Source: an optimization exercise on an open RTL-to-GDS flow (aim: small area). Production flows keep margins and buffers that such runs may drop. In this exercise RTL edits were held to simulation tests only and were not proved equivalent to the original.

Setup of the reference run:
## ImagineThinker
module ImagineThinker(clk,rst,inst_addr,inst_data,data_addr,data_rdata,data_wdata,data_we);
Size in the first run: roughly 3000 cells after synthesis, roughly 720 flip-flops, roughly 99 I/O pins, roughly 36000 sq um of cells after synthesis.
Settings: LEC_CHECK=0, ABC_CLOCK_PERIOD_IN_PS=10000, CAP_MARGIN=20, CORE_MARGIN=2, CORE_UTILIZATION=50, CTS_BUF_LIST=sky130_fd_sc_hd__clkbuf_4, CTS_CLUSTER_DIAMETER=60, CTS_CLUSTER_SIZE=7, SLEW_MARGIN=20; clock period 10.0 ns.
standard.sh (not shown) runs the stock make flow with config.mk's settings and CLKGATE_MAP_FILE= SYNTH_SCRIPT=/design/flow/synth_recipe.tcl, a recipe that flattens the netlist after the stock synthesis.
==> flow/flow/run.sh <==
#!/bin/bash
# Own layout flow: the standard ORFS flow (standard.sh) with a copy of the
# ORFS scripts in which
#  - synthesis maps logic with an area-oriented ABC script (flow/abc_area.script)
#    and keeps the module hierarchy through technology mapping
#    (SYNTH_HIERARCHICAL=1; the standard flow's synthesis script flattens it afterwards as
#    usual), so that each module is mapped on its own; flip-flops are mapped
#    by the unchanged dfflibmap step, before ABC;
#  - the quick ABC pass inside Yosys's synth is skipped for the multiplier
#    modules only (flow/synth_proc.tcl);
#  - full adders are not extracted in the multiplier's final carry-propagate
#    adder (module it_cpa17), so ABC maps its carry chain as plain gates,
#    which are faster than a chain of full-adder cells;
#  - port buffering uses the smallest buffer cell;
#  - clock tree synthesis inserts no dummy loads.
# Each tool's output goes to ORFS's own per-step logs under orfs/logs; this
# script's own output goes to flow_setup.log and flow_make.log.
set -euo pipefail
W=$(pwd)
S=$W/myscripts
{
  rm -rf "$S"
  cp -r "$FLOW_HOME/scripts" "$S"
  cp "$W/flow/abc_area.script" "$S/abc_speed.script"
  cp "$W/flow/abc_area.script" "$S/abc_area.script"
  sed -i 's/buffer_ports {\*}\[env_var_or_empty BUFFER_PORTS_ARGS\]/buffer_ports -buffer_cell sky130_fd_sc_hd__buf_1/' "$S/global_place.tcl"
  sed -i 's/^  -repair_clock_nets\]/  -repair_clock_nets -dont_use_dummy_load]/' "$S/cts.tcl"
  { cat "$W/flow/synth_proc.tcl"; tail -n +2 "$W/synth_recipe.tcl"; } > "$W/my_synth.tcl"
  sed -i 's/^  extract_fa {\*}\[dont_use_extract_fa_args\]$/  extract_fa {*}[dont_use_extract_fa_args] {*}[lsearch -all -inline -not [tee -q -s result.string select -list-mod *] it_cpa*]/' "$S/synth.tcl"
  grep -n "extract_fa {" "$S/synth.tcl"
  grep -n "buffer_ports" "$S/global_place.tcl"
  grep -n "dont_use_dummy_load" "$S/cts.tcl"
  cat "$W/my_synth.tcl"
} > "$W/flow_setup.log" 2>&1
bash standard.sh SCRIPTS_DIR="$S" SYNTH_HIERARCHICAL=1 SYNTH_SCRIPT="$W/my_synth.tcl" finish > "$W/flow_make.log" 2>&1
Other scripts of this flow, unchanged in this note and not shown: flow/flow/abc_area.script, flow/flow/synth_proc.tcl
#### Input delta (the trial run over the reference run)
--- a/flow/flow/run.sh
+++ b/flow/flow/run.sh
@@ -11,4 +11,4 @@
 #  - full adders are not extracted in the multiplier's final carry-propagate
-#    adder (module it_cpa17), so ABC maps its carry chain as plain gates,
-#    which are faster than a chain of full-adder cells;
+#    adder (module it_cpa17, a parallel-prefix adder), so ABC maps it as
+#    written;
 #  - port buffering uses the smallest buffer cell;
Comparing the trial run against the reference run, there is no change at all in number of antenna violations at the first check in global routing. Reported for the reference run and the trial run, worst setup slack after layout turned out identical to the last digit. The trial run against the reference run: fraction of standard cell area in multi-input logic closely matched the old numbers, wire length of the first global-routing pass closely matched the old numbers, max-cap check violation count closely matched the old numbers, global-route usage closely matched the old numbers. The trial run against the reference run: flip-flop and latch count ~0 delta. Per the comparison of the trial run with the reference run, cell count essentially unchanged; placeable core area essentially unchanged.

## tundra
Another version of the RTL of ImagineThinker (not shown whole).
Size: roughly 3,100 cells after synthesis, ~36,000 um2 of cells after synthesis.
Settings: LEC_CHECK=0, ABC_CLOCK_PERIOD_IN_PS=10000, CAP_MARGIN=0, CORE_MARGIN=2, CORE_UTILIZATION=50, CTS_BUF_LIST=sky130_fd_sc_hd__clkbuf_4, CTS_CLUSTER_DIAMETER=60, CTS_CLUSTER_SIZE=7, SLEW_MARGIN=0; clock period 10.0 ns.
==> flow/flow/run.sh <==
#!/bin/bash
# Own layout flow: the standard ORFS flow (standard.sh) with a copy of the
# ORFS scripts in which
#  - synthesis maps logic with an area-oriented ABC script (flow/abc_area.script)
#    and keeps the module hierarchy through technology mapping
#    (SYNTH_HIERARCHICAL=1; the standard flow's synthesis script flattens it afterwards as
#    usual), so that each module is mapped on its own; flip-flops are mapped
#    by the unchanged dfflibmap step, before ABC;
#  - the quick ABC pass inside Yosys's synth is skipped for the multiplier
#    modules only (flow/synth_proc.tcl);
#  - full adders are not extracted in the modules named it_fast* (the
#    multiplier's final parallel-prefix adder and the divider's two
#    subtractors), so ABC maps their carry logic as plain gates, which are
#    faster than a chain of full-adder cells;
#  - port buffering uses the smallest buffer cell;
#  - clock tree synthesis inserts no dummy loads.
# Each tool's output goes to ORFS's own per-step logs under orfs/logs; this
# script's own output goes to flow_setup.log and flow_make.log.
set -euo pipefail
W=$(pwd)
S=$W/myscripts
{
  rm -rf "$S"
  cp -r "$FLOW_HOME/scripts" "$S"
  cp "$W/flow/abc_area.script" "$S/abc_speed.script"
  cp "$W/flow/abc_area.script" "$S/abc_area.script"
  sed -i 's/buffer_ports {\*}\[env_var_or_empty BUFFER_PORTS_ARGS\]/buffer_ports -buffer_cell sky130_fd_sc_hd__buf_1/' "$S/global_place.tcl"
  sed -i 's/^  -repair_clock_nets\]/  -repair_clock_nets -dont_use_dummy_load]/' "$S/cts.tcl"
  { cat "$W/flow/synth_proc.tcl"; tail -n +2 "$W/synth_recipe.tcl"; } > "$W/my_synth.tcl"
  sed -i 's/^  extract_fa {\*}\[dont_use_extract_fa_args\]$/  extract_fa {*}[dont_use_extract_fa_args] {*}[lsearch -all -inline -not [tee -q -s result.string select -list-mod *] it_fast*]/' "$S/synth.tcl"
  grep -n "extract_fa {" "$S/synth.tcl"
  grep -n "buffer_ports" "$S/global_place.tcl"
  grep -n "dont_use_dummy_load" "$S/cts.tcl"
  cat "$W/my_synth.tcl"
} > "$W/flow_setup.log" 2>&1
bash standard.sh SCRIPTS_DIR="$S" SYNTH_HIERARCHICAL=1 SYNTH_SCRIPT="$W/my_synth.tcl" finish > "$W/flow_make.log" 2>&1
Other scripts of this flow, unchanged in this note and not shown: flow/flow/abc_area.script, flow/flow/synth_proc.tcl
tundra reached the final stage; the timing, DRC and antenna checks on its layout passed.
## Diff of input files: fjord against tundra
Settings: CAP_MARGIN now 5, was 0; CORE_UTILIZATION now 45, was 50; SLEW_MARGIN now 5, was 0.
Findings:
In the flow results for fjord and tundra, the total non-filler cell area in the finished layout is larger on fjord. Against tundra, detailed-route wire length in fjord came out worse. fjord ends up with higher critical path depth than tundra does. Sort fjord and tundra by layout filler cell count asc -> top: tundra. For clock network contribution to total cell area, tundra and fjord come out practically identical. Full die area delta for fjord relative to tundra: 8200 um2 higher. Worst setup path endpoint: m_res[6] -> fjord, m_res[15] -> tundra.

[what the ideal ports hide]
How much do the figures lean on ideal ports? The routed layouts below were timed once more, with nothing changed but the port constraints. Step 1 sets driving cells, clkbuf_16 on the clock port and buf_2 on the other inputs (assumed; they add their load-dependent delay and slew). Step 2, shift: input delay + t, output delay - t, t = (earliest + latest rising clock arrival at the registers) / 2. This alone moves slack from input paths to output paths. Slacks: no drivers / after step 1 / after step 2; pairs: no drivers / after step 1.
| run | shift t [ns] | setup slack, ns | pins driven straight from the clock port |
|---|---|---|---|
| the reference run | 0.949 | 0.344 / 0.344 / 0.344 | 1 |
| the trial run | 0.949 | 0.344 / 0.344 / 0.344 | 1 |
| tundra | 0.960 | 0.419 / 0.419 / 0.419 | 1 |
| fjord | 0.959 | 0.419 / 0.419 / 0.419 | 1 |
After both steps every run listed still meets setup and hold.
